What follows belongs to an exercise in optimizing a design on an open flow for small area, a short achievable clock period and few clock cycles; a production flow would make more cautious choices.
Only simulation tests tie the RTL to the original design; equivalence was not proved.
No activity file was given, so power comes from the tool's default toggle rates.

## v28
==> flow/design.v <==
module MIPS_pipeline (
    input clk, rst,
    output [31:0] imem_addr,
    input  [31:0] imem_rdata,
    output [31:0] dmem_addr,
    output [31:0] dmem_wdata,
    output dmem_rd_en,
    output dmem_wr_en,
    input  [31:0] dmem_rdata
);
    reg [31:0] pc, ras;
    reg        ras_v;                     
    reg [31:0] e_a, e_b, e_pc4;
    reg [15:0] e_imm;                      
    reg        e_rtop;                     
    reg        e_inv, e_slt, e_jal, e_lw, e_sw, e_we;
    reg        e_beq, e_bne, e_jr, e_pt, e_tok;   
    reg [4:0]  e_rd;
    reg [31:0] m_res, m_wdata;
    reg        m_lw, m_sw, m_we;
    reg [4:0]  m_rd;
    assign dmem_addr  = m_res;
    assign dmem_wdata = m_wdata;
    assign dmem_rd_en = m_lw;
    assign dmem_wr_en = m_sw;
    wire [31:0] m_wb = m_lw ? dmem_rdata : m_res;
    reg  [31:0] rf [1:31];
    wire [31:0] regs [0:31];
    assign regs[0] = 32'd0;
    genvar gi;
    generate
        for (gi = 1; gi < 32; gi = gi + 1) begin : g_rf
            always @(posedge clk)
                if (m_we && m_rd == gi) rf[gi] <= m_wb;
            assign regs[gi] = rf[gi];
        end
    endgenerate
    wire [31:0] x_a   = e_a;
    wire [31:0] e_simm = {{16{e_imm[15]}}, e_imm};
    wire [31:0] x_op2 = e_rtop ? (e_b ^ {32{e_inv}}) : e_simm;
    wire [31:0] x_b   = e_b;
    wire [32:0] sum   = {1'b0, x_a} + {1'b0, x_op2} + {32'd0, e_inv};
    wire        lt    = ~sum[32];               
    wire [31:0] e_res = e_jal ? e_pc4 : e_slt ? {31'd0, lt} : sum[31:0];
    wire eq      = (x_a == x_b);
    wire taken   = e_beq ? eq : ~eq;            
    wire mis_br  = (e_beq | e_bne) & ((taken ^ e_pt) | (taken & ~e_tok));
    wire mis_jr  = e_jr & (x_a != pc);
    wire mis     = mis_br | mis_jr;
    wire [31:0] e_tgt    = e_pc4 + {e_simm[29:0], 2'b00};
    wire [31:0] redirect = e_jr ? x_a : (taken ? e_tgt : e_pc4);
    assign imem_addr = pc;
    wire [31:0] inst = imem_rdata;
    wire [5:0]  op = inst[31:26];
    wire [5:0]  fn = inst[5:0];
    wire [4:0]  rs = inst[25:21];
    wire [4:0]  rt = inst[20:16];
    wire [4:0]  rd = inst[15:11];
    wire [31:0] simm = {{16{inst[15]}}, inst[15:0]};
    wire is_r    = (op == 6'b000000);
    wire f_add   = is_r & (fn == 6'b100000);
    wire f_sub   = is_r & (fn == 6'b100010);
    wire f_sltr  = is_r & (fn == 6'b101010);
    wire f_jr    = is_r & (fn == 6'b001000);
    wire f_addi  = (op == 6'b001000);
    wire f_slti  = (op == 6'b001010);
    wire f_lw    = (op == 6'b100011);
    wire f_sw    = (op == 6'b101011);
    wire f_beq   = (op == 6'b000100);
    wire f_bne   = (op == 6'b000101);
    wire f_j     = (op == 6'b000010);
    wire f_jal   = (op == 6'b000011);
    wire f_br    = f_beq | f_bne;
    wire [4:0] dest = f_jal ? 5'd31 : (is_r ? rd : rt);
    wire f_we    = (f_add | f_sub | f_sltr | f_addi | f_slti | f_lw | f_jal) & (dest != 5'd0);
    wire use_imm = f_addi | f_slti | f_lw | f_sw;
    wire use_rt  = is_r | f_br | f_sw;
    wire fam = e_we & (e_rd == rs);
    wire ftm = e_we & (e_rd == rt);
    wire stall = e_lw & (fam | (ftm & use_rt));
    wire fa  = fam | (m_we & (m_rd == rs));
    wire fb  = ftm | (m_we & (m_rd == rt));
    wire [31:0] bp_a = fam ? e_res : m_wb;
    wire [31:0] bp_b = ftm ? e_res : m_wb;
    wire [31:0] rv_a = fa ? bp_a : regs[rs];
    wire [31:0] rv_b = fb ? bp_b : regs[rt];
    wire [31:0] pc4  = pc + 32'd4;
    wire [3:0]  pc8h = pc[31:28] + {3'd0, &pc[27:3]};
    wire [10:0] blo  = {1'b0, pc[11:2]} + {1'b0, inst[9:0]} + 11'd1;
    wire p_tok = (inst[15:10] == 6'b000000) ? ~blo[10] : (inst[15:10] == 6'b111111) ? blo[10] : 1'b0;
    wire p_pt  = f_br & (f_bne | inst[15]);      
    wire [31:0] pred = (f_jr & ras_v) ? ras :
                       (f_j | f_jal) ? {pc8h, inst[25:0], 2'b00} :
                       p_pt ? {pc[31:12], blo[9:0], pc[1:0]} : pc4;
    always @(posedge clk) begin
        e_a   <= rv_a;
        e_b   <= rv_b;
        e_imm <= f_slti ? ~inst[15:0] : inst[15:0];
        e_rtop <= ~use_imm;
        e_pc4 <= pc4;
        if (f_jal & ~stall) ras <= pc4;
        e_inv <= f_sub | f_sltr | f_slti;
        e_slt <= f_sltr | f_slti;
        e_jal <= f_jal; e_pt <= p_pt; e_tok <= p_tok;
        e_rd  <= dest;
        m_rd  <= e_rd;
        m_res   <= e_res;
        m_wdata <= x_b;
    end
    always @(posedge clk or posedge rst) begin
        if (rst) begin
            pc <= 32'd0;
            ras_v <= 1'b0;
            e_lw <= 1'b0; e_sw <= 1'b0; e_we <= 1'b0;
            e_beq <= 1'b0; e_bne <= 1'b0; e_jr <= 1'b0;
            m_lw <= 1'b0; m_sw <= 1'b0; m_we <= 1'b0;
        end else begin
            if (mis)         pc <= redirect;
            else if (!stall) pc <= pred;
            if (f_jal & ~stall) ras_v <= 1'b1;
            if (mis | stall) begin
                e_lw <= 1'b0; e_sw <= 1'b0; e_we <= 1'b0;
                e_beq <= 1'b0; e_bne <= 1'b0; e_jr <= 1'b0;
            end else begin
                e_lw <= f_lw; e_sw <= f_sw; e_we <= f_we;
                e_beq <= f_beq; e_bne <= f_bne; e_jr <= f_jr;
            end
            m_lw <= e_lw; m_sw <= e_sw; m_we <= e_we;
        end
    end
endmodule
export LEC_CHECK = 0
export CAP_MARGIN = 20
export CORE_MARGIN = 2
export CORE_UTILIZATION = 40
export CTS_CLUSTER_DIAMETER = 80
export CTS_CLUSTER_SIZE = 20
export SETUP_SLACK_MARGIN = 5
export SLEW_MARGIN = 20
export TNS_END_PERCENT = 0
create_clock -name core_clock -period 9.5 [get_ports {clk}]
standard.sh (not shown) runs the stock make flow with config.mk's settings and CLKGATE_MAP_FILE= SYNTH_SCRIPT=/design/flow/synth_recipe.tcl, a recipe that flattens the netlist after the stock synthesis.
==> flow/flow/run.sh <==
#!/bin/bash
set -euo pipefail
bash standard.sh "BUFFER_PORTS_ARGS=-buffer_cell sky130_fd_sc_hd__buf_4" "SETUP_SLACK_MARGIN=6.2" finish > flow_make.log 2>&1
v28 went all the way through the flow, and no timing, DRC or antenna check failed.
Testbench counts of v28, summed over its fixed seeds: cycles 45,282.
### v28 -> v30
diff --git a/flow/design.v b/flow/design.v
--- a/flow/design.v
+++ b/flow/design.v
@@ -8,9 +8,8 @@
     output dmem_wr_en,
     input  [31:0] dmem_rdata
 );
     reg [31:0] pc, ras;
-    reg        ras_v;                     
     reg [31:0] e_a, e_b, e_pc4;
     reg [15:0] e_imm;                      
     reg        e_rtop;                     
     reg        e_inv, e_slt, e_jal, e_lw, e_sw, e_we;
@@ -88,9 +87,9 @@
     wire [3:0]  pc8h = pc[31:28] + {3'd0, &pc[27:3]};
     wire [10:0] blo  = {1'b0, pc[11:2]} + {1'b0, inst[9:0]} + 11'd1;
     wire p_tok = (inst[15:10] == 6'b000000) ? ~blo[10] : (inst[15:10] == 6'b111111) ? blo[10] : 1'b0;
     wire p_pt  = f_br & (f_bne | inst[15]);      
-    wire [31:0] pred = (f_jr & ras_v) ? ras :
+    wire [31:0] pred = f_jr ? ras :
                        (f_j | f_jal) ? {pc8h, inst[25:0], 2'b00} :
                        p_pt ? {pc[31:12], blo[9:0], pc[1:0]} : pc4;
     always @(posedge clk) begin
         e_a   <= rv_a;
@@ -109,16 +108,14 @@
     end
     always @(posedge clk or posedge rst) begin
         if (rst) begin
             pc <= 32'd0;
-            ras_v <= 1'b0;
             e_lw <= 1'b0; e_sw <= 1'b0; e_we <= 1'b0;
             e_beq <= 1'b0; e_bne <= 1'b0; e_jr <= 1'b0;
             m_lw <= 1'b0; m_sw <= 1'b0; m_we <= 1'b0;
         end else begin
             if (mis)         pc <= redirect;
             else if (!stall) pc <= pred;
-            if (f_jal & ~stall) ras_v <= 1'b1;
             if (mis | stall) begin
                 e_lw <= 1'b0; e_sw <= 1'b0; e_we <= 1'b0;
                 e_beq <= 1'b0; e_bne <= 1'b0; e_jr <= 1'b0;
             end else begin
--- outcome ---
Hold slack (higher): v30
Measured against each other, v28 and v30 differ in final worst slack, the higher figure coming from v28.
Summary — arrival time at the worst endpoint, v30 relative to v28: higher, by 120 ps.
Total of buffers placed on input and output ports essentially unchanged between v28 and v30.
Between v30 and v28, it is v30 whose sequential power share is higher, by 1.0 points.
Testbench counts of v30, summed over its fixed seeds: cycles 45,282.

---

Another version of the RTL of MIPS_pipeline (not shown whole).
Size in the first run: ~4800 cells after synthesis, about 1300 flip-flops, ~160 I/O pins, ~58000 um^2 of cells after synthesis.
==> module MIPS_pipeline, before the edit <==
module MIPS_pipeline (
    input clk, rst,
    output [31:0] imem_addr,
    input  [31:0] imem_rdata,
    output [31:0] dmem_addr,
    output [31:0] dmem_wdata,
    output dmem_rd_en,
    output dmem_wr_en,
    input  [31:0] dmem_rdata
);
    reg [31:0] pc, ras;
    reg [31:0] e_a, e_b, e_op2, e_pc4;       
    reg        e_inv, e_slt, e_jal, e_lw, e_sw, e_we;
    reg        e_beq, e_bne, e_jr, e_pt, e_tok;   
    reg [4:0]  e_rd;
    reg [31:0] m_res, m_wdata;
    reg        m_lw, m_sw, m_we;
    reg [4:0]  m_rd;
    assign dmem_addr  = m_res;
    assign dmem_wdata = m_wdata;
    assign dmem_rd_en = m_lw;
    assign dmem_wr_en = m_sw;
    wire [31:0] m_wb = m_lw ? dmem_rdata : m_res;
    reg  [31:0] rf [1:31];
    wire [31:0] regs [0:31];
    assign regs[0] = 32'd0;
    genvar gi;
    generate
        for (gi = 1; gi < 32; gi = gi + 1) begin : g_rf
            always @(posedge clk)
                if (m_we && m_rd == gi) rf[gi] <= m_wb;
            assign regs[gi] = rf[gi];
        end
    endgenerate
    wire [31:0] x_a   = e_a;
    wire [31:0] x_op2 = e_op2;
    wire [31:0] x_b   = e_b;
    wire [32:0] sum   = {1'b0, x_a} + {1'b0, x_op2 ^ {32{e_inv}}} + {32'd0, e_inv};
    wire        lt    = ~sum[32];               
    wire [31:0] e_res = e_jal ? e_pc4 : e_slt ? {31'd0, lt} : sum[31:0];
    wire eq      = (x_a == x_b);
    wire taken   = e_beq ? eq : ~eq;            
    wire mis_br  = (e_beq | e_bne) & ((taken ^ e_pt) | (taken & ~e_tok));
    wire mis_jr  = e_jr & (x_a != pc);
    wire mis     = mis_br | mis_jr;
    wire [31:0] e_tgt    = e_pc4 + e_op2;
    wire [31:0] redirect = e_jr ? x_a : (taken ? e_tgt : e_pc4);
    assign imem_addr = pc;
    wire [31:0] inst = imem_rdata;
    wire [5:0]  op = inst[31:26];
    wire [5:0]  fn = inst[5:0];
    wire [4:0]  rs = inst[25:21];
    wire [4:0]  rt = inst[20:16];
    wire [4:0]  rd = inst[15:11];
    wire [31:0] simm = {{16{inst[15]}}, inst[15:0]};
    wire is_r    = (op == 6'b000000);
    wire f_add   = is_r & (fn == 6'b100000);
    wire f_sub   = is_r & (fn == 6'b100010);
    wire f_sltr  = is_r & (fn == 6'b101010);
    wire f_jr    = is_r & (fn == 6'b001000);
    wire f_addi  = (op == 6'b001000);
    wire f_slti  = (op == 6'b001010);
    wire f_lw    = (op == 6'b100011);
    wire f_sw    = (op == 6'b101011);
    wire f_beq   = (op == 6'b000100);
    wire f_bne   = (op == 6'b000101);
    wire f_j     = (op == 6'b000010);
    wire f_jal   = (op == 6'b000011);
    wire f_br    = f_beq | f_bne;
    wire [4:0] dest = f_jal ? 5'd31 : (is_r ? rd : rt);
    wire f_we    = (f_add | f_sub | f_sltr | f_addi | f_slti | f_lw | f_jal) & (dest != 5'd0);
    wire use_imm = f_addi | f_slti | f_lw | f_sw;
    wire use_rt  = is_r | f_br | f_sw;
    wire fam = e_we & (e_rd == rs);
    wire ftm = e_we & (e_rd == rt);
    wire stall = e_lw & (fam | (ftm & use_rt));
    wire fa  = fam | (m_we & (m_rd == rs));
    wire fb  = ftm | (m_we & (m_rd == rt));
    wire [31:0] bp_a = fam ? e_res : m_wb;
    wire [31:0] bp_b = ftm ? e_res : m_wb;
    wire [31:0] rv_a = fa ? bp_a : regs[rs];
    wire [31:0] rv_b = fb ? bp_b : regs[rt];
    wire [31:0] pc4  = pc + 32'd4;
    wire [3:0]  pc8h = pc[31:28] + {3'd0, &pc[27:3]};
    wire [10:0] blo  = {1'b0, pc[11:2]} + {1'b0, inst[9:0]} + 11'd1;
    wire p_tok = (inst[15:10] == 6'b000000) ? ~blo[10] : (inst[15:10] == 6'b111111) ? blo[10] : 1'b0;
    wire p_pt  = f_br & (f_bne | inst[15]);      
    wire [31:0] pred = f_jr ? ras :
                       (f_j | f_jal) ? {pc8h, inst[25:0], 2'b00} :
                       p_pt ? {pc[31:12], blo[9:0], pc[1:0]} : pc4;
    always @(posedge clk) begin
        e_a   <= rv_a;
        e_b   <= rv_b;
        e_op2 <= use_imm ? simm : f_br ? {simm[29:0], 2'b00} : rv_b;
        e_pc4 <= pc4;
        m_res   <= e_res;
        m_wdata <= x_b;
    end
    always @(posedge clk or posedge rst) begin
        if (rst) begin
            pc <= 32'd0; ras <= 32'd0;
            e_inv <= 1'b0; e_slt <= 1'b0; e_jal <= 1'b0; e_lw <= 1'b0; e_sw <= 1'b0; e_we <= 1'b0;
            e_beq <= 1'b0; e_bne <= 1'b0; e_jr <= 1'b0; e_pt <= 1'b0; e_tok <= 1'b0;
            e_rd <= 5'd0;
            m_lw <= 1'b0; m_sw <= 1'b0; m_we <= 1'b0; m_rd <= 5'd0;
        end else begin
            if (mis)         pc <= redirect;
            else if (!stall) pc <= pred;
            if (f_jal & ~stall) ras <= pc4;
            if (mis | stall) begin
                e_lw <= 1'b0; e_sw <= 1'b0; e_we <= 1'b0;
                e_beq <= 1'b0; e_bne <= 1'b0; e_jr <= 1'b0;
            end else begin
                e_lw <= f_lw; e_sw <= f_sw; e_we <= f_we;
                e_beq <= f_beq; e_bne <= f_bne; e_jr <= f_jr;
            end
            e_inv <= f_sub | f_sltr | f_slti;
            e_slt <= f_sltr | f_slti;
            e_jal <= f_jal; e_pt <= p_pt; e_tok <= p_tok;
            e_rd <= dest;
            m_lw <= e_lw; m_sw <= e_sw; m_we <= e_we; m_rd <= e_rd;
        end
    end
endmodule
==> flow/config.mk <==
export PLATFORM = sky130hd
export DESIGN_NAME = MIPS_pipeline
export DESIGN_NICKNAME = MIPS_pipeline
export VERILOG_FILES = /design/flow/design.v
export SDC_FILE = /design/flow/constraint.sdc
export NUM_CORES = 8
export LEC_CHECK = 0
export CAP_MARGIN = 20
export CORE_MARGIN = 2
export CORE_UTILIZATION = 40
export CTS_CLUSTER_DIAMETER = 80
export CTS_CLUSTER_SIZE = 20
export SETUP_SLACK_MARGIN = 5
export SLEW_MARGIN = 20
==> flow/constraint.sdc <==
create_clock -name core_clock -period 9.5 [get_ports {clk}]
set_input_delay 1.9000 -clock core_clock [delete_from_list [all_inputs] [get_ports {clk}]]
set_output_delay 1.9000 -clock core_clock [all_outputs]
set_load 0.01 [all_outputs]
==> flow/flow/run.sh <==
#!/bin/bash
set -euo pipefail
bash standard.sh "BUFFER_PORTS_ARGS=-buffer_cell sky130_fd_sc_hd__buf_4" "SETUP_SLACK_MARGIN=6" finish > flow_make.log 2>&1
Testbench counts at the start, summed over its fixed seeds: cycles 45,282.
Rerun with:
--- a/flow/design.v
+++ b/flow/design.v
@@ -92,33 +92,33 @@
         e_a   <= rv_a;
         e_b   <= rv_b;
         e_op2 <= use_imm ? simm : f_br ? {simm[29:0], 2'b00} : rv_b;
         e_pc4 <= pc4;
+        if (f_jal & ~stall) ras <= pc4;
+        e_inv <= f_sub | f_sltr | f_slti;
+        e_slt <= f_sltr | f_slti;
+        e_jal <= f_jal; e_pt <= p_pt; e_tok <= p_tok;
+        e_rd  <= dest;
+        m_rd  <= e_rd;
         m_res   <= e_res;
         m_wdata <= x_b;
     end
     always @(posedge clk or posedge rst) begin
         if (rst) begin
-            pc <= 32'd0; ras <= 32'd0;
-            e_inv <= 1'b0; e_slt <= 1'b0; e_jal <= 1'b0; e_lw <= 1'b0; e_sw <= 1'b0; e_we <= 1'b0;
-            e_beq <= 1'b0; e_bne <= 1'b0; e_jr <= 1'b0; e_pt <= 1'b0; e_tok <= 1'b0;
-            e_rd <= 5'd0;
-            m_lw <= 1'b0; m_sw <= 1'b0; m_we <= 1'b0; m_rd <= 5'd0;
+            pc <= 32'd0;
+            e_lw <= 1'b0; e_sw <= 1'b0; e_we <= 1'b0;
+            e_beq <= 1'b0; e_bne <= 1'b0; e_jr <= 1'b0;
+            m_lw <= 1'b0; m_sw <= 1'b0; m_we <= 1'b0;
         end else begin
             if (mis)         pc <= redirect;
             else if (!stall) pc <= pred;
-            if (f_jal & ~stall) ras <= pc4;
             if (mis | stall) begin
                 e_lw <= 1'b0; e_sw <= 1'b0; e_we <= 1'b0;
                 e_beq <= 1'b0; e_bne <= 1'b0; e_jr <= 1'b0;
             end else begin
                 e_lw <= f_lw; e_sw <= f_sw; e_we <= f_we;
                 e_beq <= f_beq; e_bne <= f_bne; e_jr <= f_jr;
             end
-            e_inv <= f_sub | f_sltr | f_slti;
-            e_slt <= f_sltr | f_slti;
-            e_jal <= f_jal; e_pt <= p_pt; e_tok <= p_tok;
-            e_rd <= dest;
-            m_lw <= e_lw; m_sw <= e_sw; m_we <= e_we; m_rd <= e_rd;
+            m_lw <= e_lw; m_sw <= e_sw; m_we <= e_we;
         end
     end
 endmodule
Effect: Wire length drops by 1.2%; area after synthesis shrinks by 1.4%; global-route usage goes down by 0.37 points; setup slack loses 0.079 ns; via count came out lower by 2.4%; first-iteration DRC count fell by 9.0%; sequential cell count stays the same.
Testbench counts after the change, summed over its fixed seeds: cycles 45,282.

==> port drivers added, routing unchanged <==
The results above use ideal ports. As a check the final layouts listed here were re-extracted and re-timed, cells and wires unchanged.
Step 1 (the two cells are an assumption about what drives the block):
set clk [get_ports {clk}]
set_driving_cell -lib_cell sky130_fd_sc_hd__clkbuf_16 $clk
set_driving_cell -lib_cell sky130_fd_sc_hd__buf_2 [delete_from_list [all_inputs] $clk]
Step 2 adds t to the input delays and takes it off the output delays; t is the mean of the earliest and latest rising clock arrival at the registers after step 1. Input paths then give back, and output paths get back, about the clock's delay inside the block.
Three values: ideal ports, drivers, drivers and shift; two values: the first two.
| run | shift t [ns] | setup WS [ns] | worst setup path after step 2 | clock arrival spread, ns | slew at the worst register clock pin (ns) |
|---|---|---|---|---|---|
| v28 | 0.803 | 5.793 / 5.840 / 5.037 | input to register | 0.051 / 0.050 | 0.10 / 0.10 |
| v30 | 0.775 | 5.638 / 5.549 / 4.774 | input to register | 0.076 / 0.076 | 0.10 / 0.10 |
| the first run of note 2 | 0.841 | 5.723 / 5.511 / 4.670 | input to register | 0.088 / 0.088 | 0.10 / 0.10 |
| the second run of note 2 | 0.830 | 5.644 / 5.546 / 4.717 | input to register | 0.052 / 0.053 | 0.10 / 0.10 |
After both steps every run listed still meets setup and hold. The setup slack of the first run of note 2, which loses most, moves by -0.212 ns with the drivers and by -1.053 ns with both steps.
